From an optimization exercise on the open Yosys and OpenROAD flow, aimed at small area and a short achievable clock period; shortcuts taken in it are not production practice. At most, simulation tests tie the RTL to the original design; equivalence was not proved. No activity file was given, so power comes from the tool's default toggle rates.

==> flow/design.v <==
module alu(
		input  FPUCLK,
		input  [31:0] A, B,
		input  [2:0]  CTRL,
		output [31:0] OUT
	);
	wire        v_in = (CTRL[2:1] == 2'b00);
	wire [31:0] ca = {A[30:0], 1'b0}, cb = {B[30:0], 1'b0};
	wire [31:0] cg0 = ca & ~cb, cl0 = ~ca & cb;
	wire [15:0] cg1, cl1;
	wire [7:0]  cg2, cl2;
	wire [3:0]  cg3, cl3;
	wire [1:0]  cg4, cl4;
	genvar ci;
	generate
		for (ci = 0; ci < 16; ci = ci + 1) begin : c1
			assign cg1[ci] = cg0[2*ci+1] | (~cl0[2*ci+1] & cg0[2*ci]);
			assign cl1[ci] = cl0[2*ci+1] | (~cg0[2*ci+1] & cl0[2*ci]);
		end
		for (ci = 0; ci < 8; ci = ci + 1) begin : c2
			assign cg2[ci] = cg1[2*ci+1] | (~cl1[2*ci+1] & cg1[2*ci]);
			assign cl2[ci] = cl1[2*ci+1] | (~cg1[2*ci+1] & cl1[2*ci]);
		end
		for (ci = 0; ci < 4; ci = ci + 1) begin : c3
			assign cg3[ci] = cg2[2*ci+1] | (~cl2[2*ci+1] & cg2[2*ci]);
			assign cl3[ci] = cl2[2*ci+1] | (~cg2[2*ci+1] & cl2[2*ci]);
		end
		for (ci = 0; ci < 2; ci = ci + 1) begin : c4
			assign cg4[ci] = cg3[2*ci+1] | (~cl3[2*ci+1] & cg3[2*ci]);
			assign cl4[ci] = cl3[2*ci+1] | (~cg3[2*ci+1] & cl3[2*ci]);
		end
	endgenerate
	wire        agb  = ~(cl4[1] | (~cg4[1] & cl4[0]));	 
	wire        ageb = ~cl3[3];					 
	wire [7:0]  dab  = A[30:23] - B[30:23];
	wire [7:0]  dba  = B[30:23] - A[30:23];
	wire [7:0]  d    = ageb ? dab : dba;
	wire [4:0]  d5   = (d[7:5] != 3'b000) ? 5'd31 : d[4:0];
	reg  [22:0] ma0, mb0;
	reg  [7:0]  e0;
	reg  [4:0]  d0;
	reg         sa0, sb0, agb0, nagb0, v0;
	always @(posedge FPUCLK) begin
		ma0  <= A[22:0];
		mb0  <= B[22:0];
		e0   <= ageb ? A[30:23] : B[30:23];
		d0   <= d5;
		sa0  <= A[31];
		sb0  <= B[31] ^ CTRL[0];		 
		agb0 <= agb;
		nagb0 <= ~agb;			 
		v0   <= v_in;
	end
	wire [22:0] x1  = agb0 ? ma0 : mb0;	 
	wire [22:0] y1  = nagb0 ? ma0 : mb0;	 
	wire        sub = sa0 ^ sb0;
	wire [23:0] ys1 = {1'b1, y1} >> d0;
	reg  [22:0] xm1;
	reg  [23:0] ym1;
	reg  [7:0]  e1;
	reg         s1, sub1, v1;
	always @(posedge FPUCLK) begin
		xm1  <= x1;
		ym1  <= ys1 ^ {24{sub}};
		e1   <= e0;
		s1   <= agb0 ? sa0 : sb0;
		sub1 <= sub;
		v1   <= v0;
	end
	wire [25:0] sum2 = {2'b01, xm1, 1'b1} + {1'b0, ym1, sub1};
	wire [24:0] r2   = {sum2[25] & ~sub1, sum2[24:1]};
	reg  [24:0] r2q;
	reg  [7:0]  e2;
	reg         s2, v2;
	always @(posedge FPUCLK) begin
		r2q <= r2;
		e2  <= e1 + 8'd2;			 
		s2  <= s1;
		v2  <= v1;
	end
	wire [31:0] lz_in = {r2q, 7'b0};
	wire [15:0] v_1;  wire [15:0] p_1;
	wire [7:0]  v_2;  wire [15:0] p_2;
	wire [3:0]  v_4;  wire [11:0] p_4;
	wire [1:0]  v_8;  wire [7:0]  p_8;
	wire [4:0]  n3;
	genvar gi;
	generate
		for (gi = 0; gi < 16; gi = gi + 1) begin : l1
			assign v_1[gi] = lz_in[2*gi+1] | lz_in[2*gi];
			assign p_1[gi] = ~lz_in[2*gi+1];
		end
		for (gi = 0; gi < 8; gi = gi + 1) begin : l2
			assign v_2[gi] = v_1[2*gi+1] | v_1[2*gi];
			assign p_2[2*gi+1:2*gi] = v_1[2*gi+1] ? {1'b0, p_1[2*gi+1]} : {1'b1, p_1[2*gi]};
		end
		for (gi = 0; gi < 4; gi = gi + 1) begin : l4
			assign v_4[gi] = v_2[2*gi+1] | v_2[2*gi];
			assign p_4[3*gi+2:3*gi] = v_2[2*gi+1] ? {1'b0, p_2[4*gi+3:4*gi+2]} : {1'b1, p_2[4*gi+1:4*gi]};
		end
		for (gi = 0; gi < 2; gi = gi + 1) begin : l8
			assign v_8[gi] = v_4[2*gi+1] | v_4[2*gi];
			assign p_8[4*gi+3:4*gi] = v_4[2*gi+1] ? {1'b0, p_4[6*gi+5:6*gi+3]} : {1'b1, p_4[6*gi+2:6*gi]};
		end
	endgenerate
	assign n3 = v_8[1] ? {1'b0, p_8[7:4]} : {1'b1, p_8[3:0]};
	wire [24:0] t16 = n3[4] ? {r2q[8:0], 16'b0} : r2q;
	wire [24:0] t8  = n3[3] ? {t16[16:0], 8'b0} : t16;
	wire [24:0] t4  = n3[2] ? {t8[20:0], 4'b0}  : t8;
	wire [24:0] t2  = n3[1] ? {t4[22:0], 2'b0}  : t4;
	wire [24:0] t1  = n3[0] ? {t2[23:0], 1'b0}  : t2;
	wire [7:0]  e3  = e2 + {3'b111, ~n3};
	wire        zero = ~(v_8[1] | v_8[0]);		 
	reg  [31:0] res3;
	reg         z3;
	always @(posedge FPUCLK) begin
		if (v2) begin
			res3 <= {s2, e3, t1[23:1]};
			z3   <= zero;
		end
	end
	assign OUT = {res3[31:23] & {9{~z3}}, res3[22:0]};
endmodule
clock: 5.5 ns
lec_check: 0
abc_area: 1
cap_margin: 20
core_margin: 2
core_utilization: 40
setup_slack_margin: 3.1
slew_margin: 20
standard.sh (not shown) runs the stock make flow with config.mk's settings and CLKGATE_MAP_FILE= SYNTH_SCRIPT=/design/flow/synth_recipe.tcl, a recipe that flattens the netlist after the stock synthesis.
==> flow/flow/run.sh <==
#!/bin/bash
set -euo pipefail
bash standard.sh \
  "BUFFER_PORTS_ARGS=-buffer_cell sky130_fd_sc_hd__buf_1" \
  finish > make_finish.log 2>&1
==> next run, changes <==
--- a/flow/design.v
+++ b/flow/design.v
@@ -65,11 +65,56 @@
 		e1   <= e0;
 		s1   <= agb0 ? sa0 : sb0;
 		sub1 <= sub;
 		v1   <= v0;
 	end
-	wire [25:0] sum2 = {2'b01, xm1, 1'b1} + {1'b0, ym1, sub1};
+	wire [25:0] aa2 = {2'b01, xm1, 1'b1};
+	wire [25:0] bb2 = {1'b0, ym1, sub1};
+	wire [25:0] pp2 = aa2 ^ bb2;
+	wire [25:0] sg0 = aa2 & bb2, sp0 = pp2;
+	wire [25:0] sg1, sp1, sg2, sp2, sg3, sp3, sg4, sp4, sg5, sp5;
+	genvar ai;
+	generate
+		for (ai = 0; ai < 26; ai = ai + 1) begin : sk
+			if (ai & 1) begin : m1
+				assign sg1[ai] = sg0[ai] | (sp0[ai] & sg0[ai - 1]);
+				assign sp1[ai] = sp0[ai] & sp0[ai - 1];
+			end else begin : p1
+				assign sg1[ai] = sg0[ai];
+				assign sp1[ai] = sp0[ai];
+			end
+			if (ai & 2) begin : m2
+				assign sg2[ai] = sg1[ai] | (sp1[ai] & sg1[(ai & ~1) - 1]);
+				assign sp2[ai] = sp1[ai] & sp1[(ai & ~1) - 1];
+			end else begin : p2
+				assign sg2[ai] = sg1[ai];
+				assign sp2[ai] = sp1[ai];
+			end
+			if (ai & 4) begin : m3
+				assign sg3[ai] = sg2[ai] | (sp2[ai] & sg2[(ai & ~3) - 1]);
+				assign sp3[ai] = sp2[ai] & sp2[(ai & ~3) - 1];
+			end else begin : p3
+				assign sg3[ai] = sg2[ai];
+				assign sp3[ai] = sp2[ai];
+			end
+			if (ai & 8) begin : m4
+				assign sg4[ai] = sg3[ai] | (sp3[ai] & sg3[(ai & ~7) - 1]);
+				assign sp4[ai] = sp3[ai] & sp3[(ai & ~7) - 1];
+			end else begin : p4
+				assign sg4[ai] = sg3[ai];
+				assign sp4[ai] = sp3[ai];
+			end
+			if (ai & 16) begin : m5
+				assign sg5[ai] = sg4[ai] | (sp4[ai] & sg4[(ai & ~15) - 1]);
+				assign sp5[ai] = sp4[ai] & sp4[(ai & ~15) - 1];
+			end else begin : p5
+				assign sg5[ai] = sg4[ai];
+				assign sp5[ai] = sp4[ai];
+			end
+		end
+	endgenerate
+	wire [25:0] sum2 = pp2 ^ {sg5[24:0], 1'b0};
 	wire [24:0] r2   = {sum2[25] & ~sub1, sum2[24:1]};
 	reg  [24:0] r2q;
 	reg  [7:0]  e2;
 	reg         s2, v2;
 	always @(posedge FPUCLK) begin
The changed run ran to the end with no violations.
Final cell count is lower by 0.57%.
Power shrinks by 0.46%.
Cell area grows by 0.91%.
Wire length goes down by 4.2%.
Setup slack stays flat.
Global-route usage shrinks by 0.20 points.
Via count falls by 2.0%.
Critical path depth stays the same.
Utilization rose by 0.29 points.
Combinational power is lower by about 4%.
Clock power grows by about 8%.
Fmax hardly moves.
Die area is about the same.
Clock-buffer cell count does not change.

---

== oak ==
Starts from the design.v that is shown in full above.
Settings: LEC_CHECK=0, ABC_AREA=1, CAP_MARGIN=20, CORE_MARGIN=2, CORE_UTILIZATION=40, SETUP_SLACK_MARGIN=3.2, SLEW_MARGIN=20; clock period 5.5 ns.
==> flow/flow/run.sh <==
#!/bin/bash
set -euo pipefail
bash standard.sh \
  "BUFFER_PORTS_ARGS=-buffer_cell sky130_fd_sc_hd__buf_2" \
  finish > make_finish.log 2>&1
Setup changes, oak to pine
--- a/flow/design.v
+++ b/flow/design.v
@@ -1,9 +1,9 @@
 module alu(
 		input  FPUCLK,
 		input  [31:0] A, B,
 		input  [2:0]  CTRL,
-		output [31:0] OUT
+		output reg [31:0] OUT
 	);
 	wire        v_in = (CTRL[2:1] == 2'b00);
 	wire [31:0] ca = {A[30:0], 1'b0}, cb = {B[30:0], 1'b0};
 	wire [31:0] cg0 = ca & ~cb, cl0 = ~ca & cb;
@@ -110,14 +110,9 @@
 	wire [24:0] t2  = n3[1] ? {t4[22:0], 2'b0}  : t4;
 	wire [24:0] t1  = n3[0] ? {t2[23:0], 1'b0}  : t2;
 	wire [7:0]  e3  = e2 + {3'b111, ~n3};
 	wire        zero = ~(v_8[1] | v_8[0]);		 
-	reg  [31:0] res3;
-	reg         z3;
 	always @(posedge FPUCLK) begin
-		if (v2) begin
-			res3 <= {s2, e3, t1[23:1]};
-			z3   <= zero;
-		end
+		if (v2)
+			OUT <= {s2 & ~zero, e3 & {8{~zero}}, t1[23:1]};
 	end
-	assign OUT = {res3[31:23] & {9{~z3}}, res3[22:0]};
 endmodule
Findings:
Fraction of area in non-clock buffers: pine > oak. Compared with oak, pine shows clock network area share higher by 0.51 points. Compared to oak, pine has cell area after technology mapping about 0.6% lower. Taking oak as the reference, in pine amount of wire on met2 after detailed routing +0.87%; power moved up; via count rose 335. Floorplan die area: oak and pine compared, higher one is oak. Compared with oak, pine shows multiplexer share of the synthesized area higher by 2.0 points. Run comparison: pine kind of critical path reg -> reg; oak kind of critical path reg -> out. Final design instance area without fill (pine vs. oak) increases by a few percent. Max sum of routed wire length over all layers across oak and pine: pine. Taking oak as the reference, in pine flip-flop and latch count now smaller, worst-case setup margin in the final layout has decreased.
No functional check of the RTL was part of pine.

port drivers added, routing unchanged:
How much do the figures lean on ideal ports? The routed layouts below were timed once more, with nothing changed but the port constraints.
Step 1: set_driving_cell puts a clkbuf_16 on FPUCLK and a buf_2 on each other input, an assumption about the parent block.
Step 2 adds t to the input delays and takes it off the output delays; t is the mean of the earliest and latest rising clock arrival at the registers after step 1. Input paths then give back, and output paths get back, about the clock's delay inside the block.
Slacks: ideal ports / drivers / drivers and shift; pairs: ideal ports / drivers.
run	t (ns)	slack for setup (ns)	latest minus earliest clock arrival (ns)	worst slew at a driven data input, ns
the first run of note 1	0.482	3.174 / 3.126 / 2.718	0.019 / 0.019	0.05
the second run of note 1	0.473	3.173 / 3.129 / 2.766	0.014 / 0.014	0.04
oak	0.471	3.171 / 3.125 / 2.819	0.016 / 0.016	0.05
pine	0.475	2.996 / 2.996 / 2.654	0.009 / 0.009	0.07
After both steps every run listed still meets setup and hold. The setup slack of the first run of note 1, which loses most, moves by -0.048 ns with the drivers and by -0.456 ns with both steps.
